What follows belongs to an exercise in optimizing a design on an open flow for small area, a short achievable clock period and few clock cycles per item; a production flow would make more cautious choices. Where RTL was checked, it was by simulation tests only, not by an equivalence proof against the original. Power figures rest on the tool's default switching activity, not on a simulated workload.

Design division_float_32, start of the top module:
module division_float_32(clock, start, operand1, operand2, result, finish, illegal);
clock: 5.5 ns
lec_check: 0
abc_area: 1
cap_margin: 20
core_margin: 2
core_utilization: 55
setup_slack_margin: 1.9
slew_margin: 20
standard.sh (not shown) runs the stock make flow with config.mk's settings and CLKGATE_MAP_FILE= SYNTH_SCRIPT=/design/flow/synth_recipe.tcl, a recipe that flattens the netlist after the stock synthesis.
==> flow/flow/run.sh <==
#!/bin/bash
# The standard layout, with plain buffers (sky130_fd_sc_hd__buf_1) on the
# ports instead of the default delay-cell buffers.
set -euo pipefail
bash standard.sh BUFFER_PORTS_ARGS="-buffer_cell sky130_fd_sc_hd__buf_1" finish > standard_flow.log 2>&1
The baseline completed with no timing, DRC or antenna violations.
Testbench counts at the start, summed over its fixed seeds: cycles 26,624, items 2,048.
Edit:
CORE_UTILIZATION = 65   (was 55)
What happened: The new run passed the timing, DRC and antenna checks. Die area shrinks by 15%. Setup slack is better by 0.025 ns. Sequential share of layout area grows by 0.63 points. Area after synthesis is unchanged. Worst hold slack stays flat.
Edit:
==> flow/flow/run.sh (replaced) <==
#!/bin/bash
# The standard layout (standard.sh: the standard synthesis and ORFS flow),
# with plain buffers (sky130_fd_sc_hd__buf_1) on the ports instead of the
# default delay-cell buffers. make's full output goes to standard_flow.log;
# ORFS keeps each step's own log under orfs/logs/.
set -euo pipefail
bash standard.sh BUFFER_PORTS_ARGS="-buffer_cell sky130_fd_sc_hd__buf_1" finish > standard_flow.log 2>&1
CORE_UTILIZATION = 55   (was 65)
Effect: Die area climbs by about a fifth. Wire length climbs by a little under a tenth. Synthesized cell count stays the same. Design area climbs by a few percent. Non-clock buffer count climbs by 6. Clock skew drops by 0.0058 ns. Final cell count climbs by a few percent. Clock power climbs by about a fifth. Via count climbs slightly.
Edit:
CORE_UTILIZATION = 65   (was 55)
SETUP_SLACK_MARGIN = 1.95   (was 1.9)
The new run completed with no timing, DRC or antenna violations.
Register-to-register slack is about the same.
Final area barely changes.
Utilization came out higher by 11 points.
Via count came out higher by 1.4%.
Die area came out lower by 15%.
Edit:
==> flow/flow/run.sh (replaced) <==
#!/bin/bash
# The standard layout, with plain buffers (sky130_fd_sc_hd__buf_1) on the
# ports instead of the default delay-cell buffers.
set -euo pipefail
bash standard.sh BUFFER_PORTS_ARGS="-buffer_cell sky130_fd_sc_hd__buf_1" finish > standard_flow.log 2>&1
SETUP_SLACK_MARGIN = 1.9   (was 1.95)
TNS_END_PERCENT = 20   (was unset)
Result: Sequential cell count is unchanged. Global-route usage came out lower by 0.66 points. Via count came out lower slightly. Combinational power came out lower by a little under a tenth. Power came out lower by a few percent. Hold slack is about the same. Routed wire length came out lower by a few percent. Register-to-register slack loses 0.02 ns. Critical path depth came out lower by 7. Fmax came out lower slightly. Sequential share of layout area came out higher by 0.77 points.

========
division_float_32, a different RTL version from the one above (not shown whole).
Size in the first run: about 100 I/O pins.
Settings: LEC_CHECK=0, ABC_AREA=1, CAP_MARGIN=20, CORE_MARGIN=2, CORE_UTILIZATION=55, SETUP_SLACK_MARGIN=1.0, SLEW_MARGIN=20; clock period 5.5 ns.
==> flow/flow/run.sh <==
#!/bin/bash
# The standard layout, with plain buffers (sky130_fd_sc_hd__buf_1) on the
# ports instead of the default delay-cell buffers.
set -euo pipefail
bash standard.sh BUFFER_PORTS_ARGS="-buffer_cell sky130_fd_sc_hd__buf_1" finish > standard_flow.log 2>&1
The first run completed without violations.
Testbench counts at the start, summed over its fixed seeds: cycles 26,624, items 2,048.
Edit:
--- a/flow/config.mk
+++ b/flow/config.mk
@@ -10,4 +10,4 @@
 export CORE_MARGIN = 2
 export CORE_UTILIZATION = 55
-export SETUP_SLACK_MARGIN = 1.0
+export SETUP_SLACK_MARGIN = 1.6
 export SLEW_MARGIN = 20
What happened: Utilization is higher by 1.1 points; routed wire length is higher by 6.5%; setup slack improves by 210 ps; power is higher by 7.8%; combinational power is higher by 12%; sequential share of layout area is lower by 0.32 points.
Edit:
--- a/flow/config.mk
+++ b/flow/config.mk
@@ -10,4 +10,4 @@
 export CORE_MARGIN = 2
 export CORE_UTILIZATION = 55
-export SETUP_SLACK_MARGIN = 1.6
+export SETUP_SLACK_MARGIN = 2.0
 export SLEW_MARGIN = 20
After rerunning:
- The changed run finished clean
- flip-flop and latch count is unchanged
- setup slack gains 240 ps
- final cell count grows by a few percent
- total power grows by a quarter to a third
- via count grows by a little under a tenth
- synthesized cell count is unchanged
Edit:
--- a/flow/config.mk
+++ b/flow/config.mk
@@ -10,4 +10,3 @@
 export CORE_MARGIN = 2
 export CORE_UTILIZATION = 55
-export SETUP_SLACK_MARGIN = 2.0
 export SLEW_MARGIN = 20
=>
- The new run completed without violations
- cell area goes down by 14%
- fmax shrinks by 11%
- non-clock buffer count came out lower by 57
- clock power drops by about 1%

========
The RTL this note starts from:
==> flow/design.v <==
module division_float_32(clock, start, operand1, operand2, result, finish, illegal);
	input clock;
	input start;
	input [31:0] operand1, operand2;
	output [31:0] result;
	output finish;
	output illegal;
	wire [23:0] m1 = {1'b1, operand1[22:0]};
	wire [23:0] m2 = {1'b1, operand2[22:0]};
	wire        big = operand1[22:0] >= operand2[22:0];    
	wire [23:0] m2d = m2 - 24'd1;                          
	reg  [7:0]  exp_r;
	reg         zero_r, sign_r;
	reg  [22:0] d;
	always @(posedge clock) begin
		d <= operand2[22:0];
		exp_r  <= (({1'b0, operand1[30:23]} + 9'd127) < {1'b0, operand2[30:23]} || operand1 == 32'd0) ? 8'd0 :
		          operand1[30:23] + ~operand2[30:23] + 8'd127 + {7'd0, big};
		zero_r <= (operand1 == 32'd0);
		sign_r <= (operand1[31] ^ operand2[31]) & (operand1 != 32'd0);
	end
	function automatic [25:0] step(input [24:0] r, input [22:0] dd, input inj);
		reg [25:0] c;
		begin
			c = {1'b0, r} - {2'b01, dd};
			step = c[25] ? {1'b0, r[23:0], inj} : {1'b1, c[23:0], inj};
		end
	endfunction
	reg  [24:0] r;       
	reg  [22:0] L;       
	reg  [3:0]  cnt;
	wire done = (cnt == 4'd12);
	wire [25:0] s0 = step(r, d, L[22]);
	wire [25:0] s1 = step(s0[24:0], d, L[21]);
	always @(posedge clock) begin
		if (start)
			r <= big ? {1'b0, m1} : {m1, 1'b0};
		else
			r <= s1[24:0];
		if (start) begin
			L   <= big ? {1'b0, m2d[23:2]} : m2d[23:1];
			cnt <= 4'd0;
		end else if (!done) begin
			L   <= {L[20:0], s0[25], s1[25]};
			cnt <= cnt + 4'd1;
		end
	end
	assign result = {sign_r, exp_r, L & {23{~zero_r}}};
	assign finish = done;
	assign illegal = (operand2 == 32'd0);
endmodule
make LEC_CHECK=0 CAP_MARGIN=20 CORE_MARGIN=2 CORE_UTILIZATION=40 SETUP_SLACK_MARGIN=1.5 SLEW_MARGIN=20 finish   # period 5.5 ns
run.sh (not shown) runs the stock make flow with config.mk's settings and CLKGATE_MAP_FILE= SYNTH_SCRIPT=/design/flow/synth_recipe.tcl, a recipe that flattens the netlist after the stock synthesis.
Stock flow here: none of the scripts above is used.
The first run produced a clean layout.
Then changed:
Settings changed: CORE_UTILIZATION 40 to 70, SETUP_SLACK_MARGIN 1.5 to default.
What happened:
- The changed run produced a clean layout
- synthesized area does not change
- cell count shrinks by 14%
- hold slack stays flat
- cell area falls by 15%
Function was not checked in any run of this note: the RTL went through the layout flow alone.

========
Another version of the RTL of division_float_32 (not shown whole).
Size: roughly 1100 cells after synthesis, about 85 flip-flops, roughly 6900 um2 of cells after synthesis.
Settings: LEC_CHECK=0, ABC_AREA=1, CAP_MARGIN=20, CORE_MARGIN=2, CORE_UTILIZATION=60, SETUP_SLACK_MARGIN=1.9, SLEW_MARGIN=20; clock period 5.5 ns.
standard.sh (not shown) runs the stock make flow with config.mk's settings and CLKGATE_MAP_FILE= SYNTH_SCRIPT=/design/flow/synth_recipe.tcl, a recipe that flattens the netlist after the stock synthesis.
==> flow/flow/run.sh <==
#!/bin/bash
# The standard layout (standard.sh: the standard synthesis and ORFS flow),
# with plain buffers (sky130_fd_sc_hd__buf_1) on the ports instead of the
# default delay-cell buffers. make's full output goes to standard_flow.log;
# ORFS keeps each step's own log under orfs/logs/.
set -euo pipefail
bash standard.sh BUFFER_PORTS_ARGS="-buffer_cell sky130_fd_sc_hd__buf_1" finish > standard_flow.log 2>&1
Next try:
- CORE_UTILIZATION: 60 -> 65
- SETUP_SLACK_MARGIN: 1.9 -> 2.0
After rerunning: The new run went through all stages and came out clean. Total power went down by 5.3%. Worst hold slack is about the same. Global-route usage went up by 2.3 points. Final cell count barely changes. Utilization went up by 5.7 points. Setup slack gains 30 ps. Maximum frequency went up by 0.86%. Wire length went up by 0.49%. Synthesized area does not change. Clock-buffer cell count went down by 1. Sequential power is about the same.
Next try:
- CORE_UTILIZATION: 65 -> 70
- SETUP_SLACK_MARGIN: 2.0 -> 1.9
Outcome: The new run passed the timing, DRC and antenna checks; worst setup slack loses 200 ps; total power stays flat; clock-buffer cell count goes up by 2; wire length is about the same; global-route usage goes up by 2.4 points; clock power goes up by 5.9%; area after synthesis does not change; hold slack loses 21 ps.
No functional check of the RTL was part of any run of this note.

========
xenon:
division_float_32, a different RTL version from the one above (not shown whole).
Size in the first run: roughly 85 flip-flops, roughly 6900 um2 of cells after synthesis.
clock: 5.5 ns
lec_check: 0
abc_area: 1
cap_margin: 20
core_margin: 2
core_utilization: 65
cts_buf_list: sky130_fd_sc_hd__clkbuf_2 sky130_fd_sc_hd__clkbuf_4 sky130_fd_sc_hd__clkbuf_8
setup_slack_margin: 1.9
slew_margin: 20
Scripts as last shown in full above: flow/flow/run.sh
xenon completed every stage of the flow, and the final layout passed the timing, DRC and antenna checks.
Testbench counts of xenon, summed over its fixed seeds: cycles 26,624, items 2,048.
Setup changes, xenon to sierra
- CORE_UTILIZATION now 62, was 65
- CTS_BUF_LIST no longer set, was sky130_fd_sc_hd__clkbuf_2 sky130_fd_sc_hd__clkbuf_4 sky130_fd_sc_hd__clkbuf_8
### Flow results
When the final numbers for xenon and sierra were put side by side, the non-clock buffer count turned out to be greater in sierra.
sierra vs. xenon: area growth from synthesis to layout comparable; via density per instance now smaller.
sierra vs xenon, launch point of the critical path: operand2[13] vs operand1[1]
There was hardly any difference in placed standard-cell area between sierra and xenon.
Reported for xenon and sierra, H-tree depth turned out identical to the last digit.
### sierra -> quartz
- SETUP_SLACK_MARGIN now 1.95, was 1.9
## What came out
Looking at detailed-router iteration count before antenna repair across quartz and sierra, the one that comes out higher is quartz. The total number of nets in the final design of quartz and that of sierra are within noise of each other. Comparing quartz and sierra, total area of multi-input combinational cells is lower on sierra. According to the power report, total power for quartz is higher than for sierra. Cell area (lower): sierra. In the tables for quartz and sierra, share of the core filled with cells in the final layout reads higher with quartz.
## Diff of input files: lagoon against quartz
- CORE_UTILIZATION now 65, was 62
- SETUP_SLACK_MARGIN now 1.85, was 1.95
## What came out
- The register-to-register slack reported for lagoon is smaller than that of quartz by 200 ps.
- lagoon vs quartz, global routing met2 resource utilization went up by 2.5 points.
- Data required time at the worst endpoint in lagoon is 1410 ps above quartz.

========
division_float_32, a different RTL version from the one above (not shown whole).
For scale: about 1200 cells after synthesis, ~85 flip-flops.
// division_float_32
module division_float_32(clock, start, operand1, operand2, result, finish, illegal);
export LEC_CHECK = 0
export ABC_AREA = 1
export CAP_MARGIN = 20
export CORE_MARGIN = 2
export CORE_UTILIZATION = 55
export SETUP_SLACK_MARGIN = 1.9
export SLEW_MARGIN = 20
create_clock -name core_clock -period 5.5 [get_ports {clock}]
==> flow/flow/run.sh <==
#!/bin/bash
# The standard layout, with plain buffers (sky130_fd_sc_hd__buf_1) on the
# ports instead of the default delay-cell buffers.
set -euo pipefail
bash standard.sh BUFFER_PORTS_ARGS="-buffer_cell sky130_fd_sc_hd__buf_1" finish > standard_flow.log 2>&1
Testbench counts at the start, summed over its fixed seeds: cycles 26,624, items 2,048.
Edit:
Settings changed: CTS_BUF_LIST set to sky130_fd_sc_hd__clkbuf_2 sky130_fd_sc_hd__clkbuf_4 sky130_fd_sc_hd__clkbuf_8, SETUP_SLACK_MARGIN 1.9 to 2.2.
Result:
- The new run completed without violations
- total power is higher by 17%
- non-clock buffer count is higher by 37
- critical path depth is higher by 24
- die area is unchanged
- synthesized area does not change
Edit:
Settings changed: CORE_UTILIZATION 55 to 65, CTS_BUF_LIST sky130_fd_sc_hd__clkbuf_2 sky130_fd_sc_hd__clkbuf_4 sky130_fd_sc_hd__clkbuf_8 to unset, SETUP_SLACK_MARGIN 2.2 to 1.9.
=> The changed run completed with no timing, DRC or antenna violations; core utilization decreases by 0.28 points; final area is lower by 15%; worst setup slack degrades by 77 ps; wire length came out lower by 16%; hold slack stays flat; synthesized cell count stays the same.
Edit:
Settings changed: CORE_UTILIZATION 65 to 55, SETUP_SLACK_MARGIN 1.9 to 2.0.
After rerunning: Worst setup slack is better by 22 ps. First-iteration DRC count came out lower by 24%. Cell count went up by 4.4%. Power grows by 14%.

========
## job 5732
division_float_32 with an RTL version that a note above also has.
Size: roughly 1100 cells after synthesis.
Settings: LEC_CHECK=0, ABC_AREA=1, CAP_MARGIN=20, CORE_MARGIN=2, CORE_UTILIZATION=62, SETUP_SLACK_MARGIN=1.9, SLEW_MARGIN=20; clock period 5.5 ns.
==> flow/flow/run.sh <==
#!/bin/bash
# The standard layout (standard.sh: the standard synthesis and ORFS flow),
# with plain buffers (sky130_fd_sc_hd__buf_1) on the ports instead of the
# default delay-cell buffers. make's full output goes to standard_flow.log;
# ORFS keeps each step's own log under orfs/logs/.
set -euo pipefail
bash standard.sh BUFFER_PORTS_ARGS="-buffer_cell sky130_fd_sc_hd__buf_1" finish > standard_flow.log 2>&1
Testbench counts of job 5732, summed over its fixed seeds: cycles 26,624, items 2,048.
## Diff of input files: job 1032 against job 5732
- changing CORE_UTILIZATION from 62 to 65
==> comparison <==
- Compare job 5732 and job 1032 | non-clock buffer count higher: job 5732
- Diff job 5732 -> job 1032: final total power decreased 7.6%, die area decreased about 4.4%, setup slack increased 100 ps.
- Summary of job 1032 over job 5732: HPWL reported at the end of detailed placement decreased by 2.1% relative to the old numbers, wire length decreased by 5.7% relative to the old numbers, wire length per cell decreased by about 5% relative to the old numbers.
- The area after synthesis of job 1032 and that of job 5732 are within noise of each other.
- Cmp job 5732 and job 1032 / final core area utilization / higher: job 5732

========
division_float_32 with an RTL version that a note above also has.
Size in the first run: ~1200 cells after synthesis, ~100 I/O pins.
// division_float_32
module division_float_32(clock, start, operand1, operand2, result, finish, illegal);
	input clock;
	input start;
	input [31:0] operand1, operand2;
	output [31:0] result;
	output finish;
	output illegal;
	wire [23:0] m1 = {1'b1, operand1[22:0]};
	wire [23:0] m2 = {1'b1, operand2[22:0]};
	wire        big = ge23(operand1[22:0], operand2[22:0]);    
	wire [9:0]  u   = {2'b0, operand1[30:23]} + {2'b0, ~operand2[30:23]} + 10'd128;
	wire        unf = (u[9:8] == 2'b00);
	wire [7:0]  ex1 = u[7:0];
	wire [7:0]  ex0 = u[7:0] - 8'd1;
	reg  [7:0]  exp_r;
	reg         zero_r, sign_r;
	reg  [22:0] d;
	always @(posedge clock) begin
		d <= operand2[22:0];
		exp_r  <= (unf || operand1 == 32'd0) ? 8'd0 :
		          big ? ex1 : ex0;
		zero_r <= (operand1 == 32'd0);
		sign_r <= (operand1[31] ^ operand2[31]) & (operand1 != 32'd0);
	end
	function automatic ge23(input [22:0] a, input [22:0] bb);
		reg [22:0] g, p;
		reg [22:0] G1, P1;
		reg [22:0] G2, P2;
		reg [22:0] G3, P3;
		reg [22:0] G4, P4;
		reg [22:0] G5, P5;
		begin
			g = a & ~bb; p = a | ~bb;
			g[0] = g[0] | p[0];
			G1 = g; P1 = p;
			G1[1] = g[1] | (p[1] & g[0]); P1[1] = p[1] & p[0];
			G1[3] = g[3] | (p[3] & g[2]); P1[3] = p[3] & p[2];
			G1[5] = g[5] | (p[5] & g[4]); P1[5] = p[5] & p[4];
			G1[7] = g[7] | (p[7] & g[6]); P1[7] = p[7] & p[6];
			G1[9] = g[9] | (p[9] & g[8]); P1[9] = p[9] & p[8];
			G1[11] = g[11] | (p[11] & g[10]); P1[11] = p[11] & p[10];
			G1[13] = g[13] | (p[13] & g[12]); P1[13] = p[13] & p[12];
			G1[15] = g[15] | (p[15] & g[14]); P1[15] = p[15] & p[14];
			G1[17] = g[17] | (p[17] & g[16]); P1[17] = p[17] & p[16];
			G1[19] = g[19] | (p[19] & g[18]); P1[19] = p[19] & p[18];
			G1[21] = g[21] | (p[21] & g[20]); P1[21] = p[21] & p[20];
			G2 = G1; P2 = P1;
			G2[2] = G1[2] | (P1[2] & G1[1]); P2[2] = P1[2] & P1[1];
			G2[3] = G1[3] | (P1[3] & G1[1]); P2[3] = P1[3] & P1[1];
			G2[6] = G1[6] | (P1[6] & G1[5]); P2[6] = P1[6] & P1[5];
			G2[7] = G1[7] | (P1[7] & G1[5]); P2[7] = P1[7] & P1[5];
			G2[10] = G1[10] | (P1[10] & G1[9]); P2[10] = P1[10] & P1[9];
			G2[11] = G1[11] | (P1[11] & G1[9]); P2[11] = P1[11] & P1[9];
  ...
==> flow/config.mk <==
export PLATFORM = sky130hd
export DESIGN_NAME = division_float_32
export DESIGN_NICKNAME = division_float_32
export VERILOG_FILES = /design/flow/design.v
export SDC_FILE = /design/flow/constraint.sdc
export NUM_CORES = 4
export LEC_CHECK = 0
export ABC_AREA = 1
export CAP_MARGIN = 20
export CORE_MARGIN = 2
export CORE_UTILIZATION = 55
export CTS_BUF_LIST = sky130_fd_sc_hd__clkbuf_2 sky130_fd_sc_hd__clkbuf_4 sky130_fd_sc_hd__clkbuf_8
export SETUP_SLACK_MARGIN = 1.6
export SLEW_MARGIN = 20
==> flow/constraint.sdc <==
create_clock -name core_clock -period 5.5 [get_ports {clock}]
set_input_delay 1.1000 -clock core_clock [delete_from_list [all_inputs] [get_ports {clock}]]
set_output_delay 1.1000 -clock core_clock [all_outputs]
set_load 0.01 [all_outputs]
==> flow/flow/run.sh <==
#!/bin/bash
# The standard layout, with plain buffers (sky130_fd_sc_hd__buf_1) on the
# ports instead of the default delay-cell buffers.
set -euo pipefail
bash standard.sh BUFFER_PORTS_ARGS="-buffer_cell sky130_fd_sc_hd__buf_1" finish > standard_flow.log 2>&1
Testbench counts at the start, summed over its fixed seeds: cycles 26,624, items 2,048.
==> next run, changes <==
--- a/flow/config.mk
+++ b/flow/config.mk
@@ -10,5 +10,4 @@
 export CORE_MARGIN = 2
 export CORE_UTILIZATION = 55
-export CTS_BUF_LIST = sky130_fd_sc_hd__clkbuf_2 sky130_fd_sc_hd__clkbuf_4 sky130_fd_sc_hd__clkbuf_8
 export SETUP_SLACK_MARGIN = 1.6
 export SLEW_MARGIN = 20
After rerunning:
- sequential power is about the same
- via count grows by 0.45%
- die area does not change
- clock power grows by 33%
==> next run, changes <==
--- a/flow/config.mk
+++ b/flow/config.mk
@@ -10,4 +10,4 @@
 export CORE_MARGIN = 2
 export CORE_UTILIZATION = 55
-export SETUP_SLACK_MARGIN = 1.6
+export SETUP_SLACK_MARGIN = 1.8
 export SLEW_MARGIN = 20
Effect: The changed run passed the timing, DRC and antenna checks. Non-clock buffer count rises by 10. Sequential share of layout area falls by 0.74 points. Worst setup slack improves by 0.16 ns. Sequential power rises by about 0.6%. Count of clock-buffer cells in the layout is unchanged. Via count rises by 2.1%.
==> next run, changes <==
--- a/flow/config.mk
+++ b/flow/config.mk
@@ -10,4 +10,3 @@
 export CORE_MARGIN = 2
 export CORE_UTILIZATION = 55
-export SETUP_SLACK_MARGIN = 1.8
 export SLEW_MARGIN = 20
The new run completed with no timing, DRC or antenna violations; sequential cell count does not change; via count shrinks by 3.0%; synthesized cell count is unchanged; setup slack degrades by 0.66 ns; cell count falls by 1.3%; routed wire length came out lower by 9.1%; utilization came out lower by 2.8 points; clock power came out lower by about 0.6%.
==> next run, changes <==
--- a/flow/config.mk
+++ b/flow/config.mk
@@ -10,3 +10,5 @@
 export CORE_MARGIN = 2
 export CORE_UTILIZATION = 55
+export CTS_BUF_LIST = sky130_fd_sc_hd__clkbuf_2 sky130_fd_sc_hd__clkbuf_4 sky130_fd_sc_hd__clkbuf_8
+export SETUP_SLACK_MARGIN = 1.9
 export SLEW_MARGIN = 20
Sequential share of layout area came out lower by 1.3 points.
Worst setup slack improved by 0.73 ns.
Clock-buffer cell count does not change.
Worst hold slack is better by 0.0032 ns.
Global-route usage climbs by 0.91 points.
Area after synthesis is unchanged.
Via count is higher by a few percent.
Register-to-register slack improved by 0.73 ns.
Cell area grows by a few percent.
Flip-flop and latch count is unchanged.
Routed wire length rose by roughly a tenth.

-- separate check: timing with driven ports --
Ports are ideal in the flow. The routed layouts listed here were re-timed in OpenROAD.
Step 1, drivers: a clkbuf_16 drives clock and a buf_2 each remaining input, both assumed.
Step 2 moves the port delays by t, midway between the first and last clock arrival at a register: inputs arrive t later, outputs are due t later. That takes back most of the time a late clock gives input paths.
Three values: no drivers, after step 1, after step 2; two values: the first two.
run	shift t [ns]	setup slack, ns	worst register clock-pin slew, ns	cell pins on the clock port's net
the first run of note 1	0.394	2.100 / 2.079 / 1.766	0.07 / 0.07	1
the second run of note 1	0.411	2.124 / 2.105 / 1.737	0.10 / 0.10	1
the third run of note 1	0.394	2.100 / 2.079 / 1.766	0.07 / 0.07	1
the fourth run of note 1	0.414	2.121 / 2.106 / 1.761	0.10 / 0.10	1
the fifth run of note 1	0.412	2.060 / 2.075 / 1.662	0.10 / 0.10	1
the first run of note 2	0.390	1.577 / 1.577 / 1.293	0.07 / 0.07	1
the second run of note 2	0.392	1.788 / 1.767 / 1.504	0.07 / 0.07	1
the third run of note 2	0.395	2.024 / 2.003 / 1.678	0.07 / 0.07	1
the fourth run of note 2	0.390	1.577 / 1.577 / 1.293	0.07 / 0.07	1
the first run of note 3	0.398	0.895 / 0.895 / 0.895	0.07 / 0.07	1
the second run of note 3	0.384	0.362 / 0.362 / 0.238	0.07 / 0.07	1
the first run of note 4	0.384	2.029 / 2.009 / 1.700	0.07 / 0.07	1
the second run of note 4	0.411	2.059 / 2.072 / 1.661	0.10 / 0.10	1
the third run of note 4	0.408	1.862 / 1.862 / 1.736	0.09 / 0.09	1
xenon	0.403	2.016 / 2.030 / 1.626	0.10 / 0.10	1
sierra	0.412	2.049 / 2.030 / 1.762	0.10 / 0.10	1
quartz	0.413	2.059 / 2.039 / 1.753	0.10 / 0.10	1
lagoon	0.407	1.956 / 1.971 / 1.564	0.10 / 0.10	1
the first run of note 6	0.394	2.071 / 2.052 / 1.769	0.07 / 0.07	1
the second run of note 6	0.420	2.143 / 2.143 / 1.888	0.10 / 0.10	1
the third run of note 6	0.403	2.066 / 2.080 / 1.677	0.10 / 0.10	1
the fourth run of note 6	0.388	2.087 / 2.068 / 1.892	0.07 / 0.07	1
job 5732	0.394	2.021 / 2.000 / 1.764	0.07 / 0.07	1
job 1032	0.411	2.124 / 2.105 / 1.737	0.10 / 0.10	1
the first run of note 8	0.408	1.833 / 1.847 / 1.439	0.09 / 0.09	1
the second run of note 8	0.390	1.839 / 1.859 / 1.469	0.07 / 0.07	1
the third run of note 8	0.392	1.998 / 1.998 / 1.664	0.07 / 0.07	1
the fourth run of note 8	0.388	1.342 / 1.342 / 1.286	0.07 / 0.07	1
the fifth run of note 8	0.409	2.074 / 2.074 / 1.749	0.09 / 0.09	1
After both steps every run listed still meets setup and hold.
